Background: an optimization exercise with open tools, aiming at small area, a short achievable clock period and few clock cycles per item. Do not read the settings as production practice. RTL that was checked went through simulation tests only; none was proved equivalent to the original. Power figures rest on the tool's default switching activity, not on a simulated workload.

== run A ==
Design MATRIX, start of the top module:
module MATRIX(CLK, RESET, IN_VALID, IN, OUT_VALID, OUT);
input CLK;
input RESET;
input IN_VALID;
input [3:0] IN;
output reg OUT_VALID;
output [15:0] OUT;
reg [5:0] cnt;
reg [1:0] qa, qb, op;     
reg [2:0] ci, cj;         
reg [3:0] a [0:8];
reg [3:0] b [0:8];
reg [11:0] o;
assign OUT = {{4{o[11]}}, o};
integer n, n1;
always @(posedge CLK) begin
  if (cnt <= 6'd8 && (cnt != 6'd0 || IN_VALID)) begin
    for (n1 = 0; n1 < 8; n1 = n1 + 1) a[n1] <= a[n1+1];
    a[8] <= IN;
  end
  if (cnt >= 6'd9 && cnt <= 6'd17) begin
    for (n1 = 0; n1 < 8; n1 = n1 + 1) b[n1] <= b[n1+1];
    b[8] <= IN;
  end
end
reg f22, outmm, outas, outar, deta, detb;
always @(posedge CLK) begin
  f22 <= cnt == 6'd21;
  outmm <= cnt == 6'd21 || (cnt >= 6'd22 && cnt <= 6'd29 && opc == 2'd2);    
  outas <= cnt >= 6'd22 && cnt <= 6'd29 && !opc[1];                         
  outar <= cnt >= 6'd21 && cnt <= 6'd29;                                    
  deta <= cnt == 6'd8 || cnt == 6'd9 || cnt == 6'd12 || cnt == 6'd13 || cnt == 6'd16 || cnt == 6'd17;
  detb <= cnt == 6'd10 || cnt == 6'd11 || cnt == 6'd14 || cnt == 6'd15 || cnt == 6'd18 || cnt == 6'd19;
end
wire [1:0] opc = (cnt == 6'd22) ? IN[1:0] : op;    
wire isas = f22 ? !IN[1] : outas;                   
wire [3:0] Bc = (qb == 2'd0) ? b[0] : (qb == 2'd1) ? b[2] : (qb == 2'd2) ? b[8] : b[6];
function [2:0] rv;           
  input [2:0] x;
  rv = {x[0], x[1], x[2]};
endfunction
wire rowA = !qa[0];                        
wire revA = qa[1];                         
wire [2:0] idxA = (qa == 2'd0 || qa == 2'd3) ? ci : rv(ci);
wire rowB = qb[0];                         
wire revB = qb[0] ^ qb[1];
wire [2:0] idxB = (qb == 2'd0 || qb == 2'd1) ? cj : rv(cj);
reg [8:0] selA, selAR, selBL;
reg [2:0] alA, alB, alR;
reg [2:0] tau [0:2];
integer r, c, k, p;
always @* begin
  selA = 9'd0;
  for (r = 0; r < 3; r = r + 1)
  ...
Size: about 940 cells after synthesis, roughly 160 flip-flops, about 9700 µm² of cells after synthesis.
==> flow/config.mk <==
export PLATFORM = sky130hd
export DESIGN_NAME = MATRIX
export DESIGN_NICKNAME = MATRIX
export VERILOG_FILES = /design/flow/design.v
export SDC_FILE = /design/flow/constraint.sdc
export NUM_CORES = 4
export LEC_CHECK = 0
export CAP_MARGIN = 20
export CORE_MARGIN = 2
export CORE_UTILIZATION = 60
export CTS_BUF_LIST = sky130_fd_sc_hd__clkbuf_4 sky130_fd_sc_hd__clkbuf_8
export SETUP_SLACK_MARGIN = 5
export SLEW_MARGIN = 20
==> flow/constraint.sdc <==
create_clock -name core_clock -period 10.0 [get_ports {CLK}]
set_input_delay 2.0000 -clock core_clock [delete_from_list [all_inputs] [get_ports {CLK}]]
set_output_delay 2.0000 -clock core_clock [all_outputs]
set_load 0.01 [all_outputs]
standard.sh (not shown) runs the stock make flow with config.mk's settings and CLKGATE_MAP_FILE= SYNTH_SCRIPT=/design/flow/synth_recipe.tcl, a recipe that flattens the netlist after the stock synthesis.
==> flow/flow/run.sh <==
#!/bin/bash
set -euo pipefail
bash standard.sh SETUP_SLACK_MARGIN=6.9 "BUFFER_PORTS_ARGS=-buffer_cell sky130_fd_sc_hd__buf_2" \
  "CTS_ARGS=-buf_list {sky130_fd_sc_hd__clkbuf_4 sky130_fd_sc_hd__clkbuf_8} -sink_clustering_enable -sink_clustering_size 30 -sink_clustering_max_diameter 120" \
  finish > standard.log 2>&1
Run A: no failed stages, no open violations at the end
Testbench counts of run A, summed over its fixed seeds: cycles 54,008, items 1,600.
What run B does differently from run A at the input level:
==> flow/flow/run.sh <==
#!/bin/bash
set -euo pipefail
bash standard.sh SETUP_SLACK_MARGIN=6.9 "BUFFER_PORTS_ARGS=-buffer_cell sky130_fd_sc_hd__buf_2" finish > standard.log 2>&1
==> comparison <==
As far as summed instance area of the synthesized netlist goes, run B and run A are indistinguishable; the numbers are identical.
Post-synthesis to final-layout area growth across run B and run A: no real change.
Run B against run A: post-synthesis adder-cell area fraction saw little to no change; aggregate negative setup slack saw little to no change; power saw little to no change.
Inputs modified between run B and run C:
==> flow/flow/run.sh <==
#!/bin/bash
set -euo pipefail
bash standard.sh SETUP_SLACK_MARGIN=7 "BUFFER_PORTS_ARGS=-buffer_cell sky130_fd_sc_hd__buf_2" finish > standard.log 2>&1
Run C: flow completed, timing, DRC and antenna clean
Fraction of met3 tracks used by global routing of run C is on par with run B.
The first-pass GRT wire length of run C falls short of that of run B by 1.8%.
Run C against run B: clock latency reported for the late side of the worst-skew pair moved down; total detailed-routing wirelength shrank by 72 µm; final-stage net count higher; clock slew at the register clock pins of the worst setup and hold paths neither gained nor lost much.
Compared to run B, run C has final critical-path share of the clock period 0.17 points lower.
Comparing number of setup buffers added after CTS for run C and run B, the smaller number came from run B.
Maximum clock frequency up 0.0018 GHz in run C wrt run B
Comparing run C against run B, there is no change at all in die width.
The inputs of run D differ from those of run C as listed below.
- changing CORE_UTILIZATION from 60 to 75
- setting PLACE_DENSITY to 0.8 for the first time
### Flow results
- On internal power contribution, run C and run D are basically level.
- Worst slew slack as a fraction of its limit in run D is 2.5 points lower than in run C
- Max depth of the worst register-to-register path across run C and run D: run C
- Run D vs. run C: fraction of standard cell area in multi-input logic went up, mean routed wirelength per cell increased by 3.3 µm relative to the old numbers.
- Starting DRC count in detailed routing deteriorates in run D relative to run C.
- Against run C, worst setup slack in run D came out worse.
- The post-route clock period utilization in run D was higher than what run C gave.
- Count of flip-flops with a built-in enable after synthesis came out exactly the same in run C and run D.
- Run D: largest vdd supply drop lower than run C
- Note that the count of vias placed by the detailed router recorded for run C amounts to 0.929 times the value seen in run D.
- For run C, the timing endpoint of the critical path was OUT[12], unlike run D, where it was OUT[15].
Inputs modified between run D and run E:
- CORE_UTILIZATION now 60, was 75
- PLACE_DENSITY no longer set, was 0.8
==> flow/flow/run.sh <==
#!/bin/bash
set -euo pipefail
bash standard.sh SETUP_SLACK_MARGIN=6.5 "BUFFER_PORTS_ARGS=-buffer_cell sky130_fd_sc_hd__buf_2" finish > standard.log 2>&1
Going from run D to run E, least setup slack across all paths after layout shrinks by 0.23 ns.
Final wirelength (run D / run E): 1.13
The combined global-route utilization of all metal layers of run E falls short of that of run D by 9.0 points.
Any difference in sequential power between run E and run D is small enough to ignore.
Taking run D as the reference, in run E fmax shrank by 6.9%, combinational power held steady, clock power shrank by about 12%.

Another version of the RTL of MATRIX (not shown whole).
Size: ~140 flip-flops, ~24 I/O pins, roughly 9300 um^2 of cells after synthesis.
clock: 10.0 ns
lec_check: 0
cap_margin: 20
core_margin: 2
core_utilization: 40
setup_slack_margin: 5
slew_margin: 20
==> flow/flow/run.sh <==
#!/bin/bash
set -euo pipefail
bash standard.sh SETUP_SLACK_MARGIN=7 finish > standard.log 2>&1
The baseline completed with no timing, DRC or antenna violations.
Testbench counts at the start, summed over its fixed seeds: cycles 52,408, items 1,600.
Rerun with:
==> flow/flow/run.sh (replaced) <==
#!/bin/bash
set -euo pipefail
bash standard.sh SETUP_SLACK_MARGIN=6 finish > standard.log 2>&1
The changed run finished with timing, DRC and antenna clean.
Sequential share of layout area rose by 0.71 points.
Design area decreases by about 2.3%.
Fmax rises by about 0.8%.
Via count came out lower by about 2%.
Synthesized cell count stays the same.
Power went up by about 1.2%.
Die area stays the same.
Clock skew hardly moves.
Register-to-register slack improves by 0.03 ns.

MATRIX, a different RTL version from the one above (not shown whole).
Size: ~930 cells after synthesis, ~0.0097 sq mm of cells after synthesis.
export LEC_CHECK = 0
export ABC_CLOCK_PERIOD_IN_PS = 2500
export CAP_MARGIN = 20
export CORE_MARGIN = 2
export CORE_UTILIZATION = 60
export CTS_BUF_LIST = sky130_fd_sc_hd__clkbuf_4 sky130_fd_sc_hd__clkbuf_8
export SETUP_SLACK_MARGIN = 5
export SLEW_MARGIN = 20
create_clock -name core_clock -period 10.0 [get_ports {CLK}]
==> flow/flow/run.sh <==
#!/bin/bash
set -euo pipefail
bash standard.sh SETUP_SLACK_MARGIN=6.9 "BUFFER_PORTS_ARGS=-buffer_cell sky130_fd_sc_hd__buf_2" finish > standard.log 2>&1
==> next run, changes <==
==> flow/flow/run.sh (replaced) <==
#!/bin/bash
set -euo pipefail
bash standard.sh SETUP_SLACK_MARGIN=7 "BUFFER_PORTS_ARGS=-buffer_cell sky130_fd_sc_hd__buf_2" finish > standard.log 2>&1
Settings changed: ABC_CLOCK_PERIOD_IN_PS 2500 to unset.
=>
- The changed run went through all stages and came out clean
- synthesized area does not change
- routed wire length came out higher slightly
- register-to-register slack stays flat
- cell count came out higher slightly
- total power decreases slightly
- utilization increases by 1.3 points
- die area stays the same
- combinational power is about the same
- worst setup slack is better by 0.015 ns
- sequential power is about the same
No run of this note included a check of the RTL's function; only the layout flow was run.

Setup of run X:
Starting RTL as in the previous note.
==> flow/design.v (excerpt) <==
module MATRIX(CLK, RESET, IN_VALID, IN, OUT_VALID, OUT);
input CLK;
input RESET;
input IN_VALID;
input [3:0] IN;
output reg OUT_VALID;
output [15:0] OUT;
reg [5:0] cnt;
reg [1:0] qa, qb, op;     
reg [2:0] ci, cj;         
reg [3:0] a [0:8];
reg [3:0] b [0:8];
reg [11:0] o;
assign OUT = {{4{o[11]}}, o};
integer n, n1;
always @(posedge CLK) begin
  if (cnt <= 6'd8 && (cnt != 6'd0 || IN_VALID)) begin
    for (n1 = 0; n1 < 8; n1 = n1 + 1) a[n1] <= a[n1+1];
    a[8] <= IN;
  end
  if (cnt >= 6'd9 && cnt <= 6'd17) begin
    for (n1 = 0; n1 < 8; n1 = n1 + 1) b[n1] <= b[n1+1];
    b[8] <= IN;
  end
end
reg f22, outmm, outas, outar, deta, detb;
always @(posedge CLK) begin
  f22 <= cnt == 6'd21;
  outmm <= cnt == 6'd21 || (cnt >= 6'd22 && cnt <= 6'd29 && opc == 2'd2);    
  outas <= cnt >= 6'd22 && cnt <= 6'd29 && !opc[1];                         
  outar <= cnt >= 6'd21 && cnt <= 6'd29;                                    
  deta <= cnt == 6'd8 || cnt == 6'd9 || cnt == 6'd12 || cnt == 6'd13 || cnt == 6'd16 || cnt == 6'd17;
  detb <= cnt == 6'd10 || cnt == 6'd11 || cnt == 6'd14 || cnt == 6'd15 || cnt == 6'd18 || cnt == 6'd19;
end
wire [1:0] opc = (cnt == 6'd22) ? IN[1:0] : op;    
wire isas = f22 ? !IN[1] : outas;                   
wire [3:0] Bc = (qb == 2'd0) ? b[0] : (qb == 2'd1) ? b[2] : (qb == 2'd2) ? b[8] : b[6];
function [2:0] rv;           
  input [2:0] x;
  rv = {x[0], x[1], x[2]};
endfunction
wire rowA = !qa[0];                        
wire revA = qa[1];                         
wire [2:0] idxA = (qa == 2'd0 || qa == 2'd3) ? ci : rv(ci);
wire rowB = qb[0];                         
wire revB = qb[0] ^ qb[1];
wire [2:0] idxB = (qb == 2'd0 || qb == 2'd1) ? cj : rv(cj);
reg [8:0] selA, selAR, selBL;
reg [2:0] alA, alB, alR;
reg [2:0] tau [0:2];
integer r, c, k, p;
always @* begin
  selA = 9'd0;
  for (r = 0; r < 3; r = r + 1)
    for (c = 0; c < 3; c = c + 1)
  ...
export LEC_CHECK = 0
export CAP_MARGIN = 20
export CORE_MARGIN = 2
export CORE_UTILIZATION = 60
export CTS_BUF_LIST = sky130_fd_sc_hd__clkbuf_4 sky130_fd_sc_hd__clkbuf_8
export CTS_CLUSTER_DIAMETER = 100
export CTS_CLUSTER_SIZE = 30
export SETUP_SLACK_MARGIN = 5
export SLEW_MARGIN = 20
create_clock -name core_clock -period 10.0 [get_ports {CLK}]
==> flow/flow/run.sh <==
#!/bin/bash
set -euo pipefail
bash standard.sh SETUP_SLACK_MARGIN=6.9 "BUFFER_PORTS_ARGS=-buffer_cell sky130_fd_sc_hd__buf_2" finish > standard.log 2>&1
Setup changes, run X to run F
Settings: CTS_CLUSTER_DIAMETER: 100 -> unset; CTS_CLUSTER_SIZE: 30 -> unset.
Violation count after the first detailed-routing iteration: run F vs run X identical
On power, run F and run X are basically level.
Run X → run F: placeable core region was more or less identical, total number of vias was more or less identical.
Function was not checked in any run of this note: the RTL went through the layout flow alone.

[port drivers added, routing unchanged]
No port has a modelled driver above. Below, the same layouts with a new extraction and two added sets of constraints.
Step 1, drivers: a clkbuf_16 drives CLK and a buf_2 each remaining input, both assumed.
Step 2 times the ports against the registers' clock, not the clock port: input delays grow and output delays shrink by t, the midpoint of the rising clock arrivals with the driver on.
Three values: no drivers, after step 1, after step 2; two values: the first two.
run | t, ns | setup WS [ns] | cell pins on the clock port's net
run A | 0.507 | 6.903 / 6.862 / 6.600 | 1
run B | 0.507 | 6.903 / 6.862 / 6.600 | 1
run C | 0.486 | 6.921 / 6.882 / 6.713 | 1
run D | 0.514 | 6.869 / 6.832 / 6.758 | 1
run E | 0.504 | 6.637 / 6.637 / 6.562 | 1
the first run of note 2 | 0.469 | 5.780 / 5.780 / 5.780 | 1
the second run of note 2 | 0.471 | 5.813 / 5.813 / 5.734 | 1
the first run of note 3 | 0.486 | 6.820 / 6.820 / 6.628 | 1
the second run of note 3 | 0.496 | 6.834 / 6.834 / 6.643 | 1
run X | 0.486 | 6.820 / 6.820 / 6.628 | 1
run F | 0.486 | 6.820 / 6.820 / 6.628 | 1
After both steps every run listed still meets setup and hold.
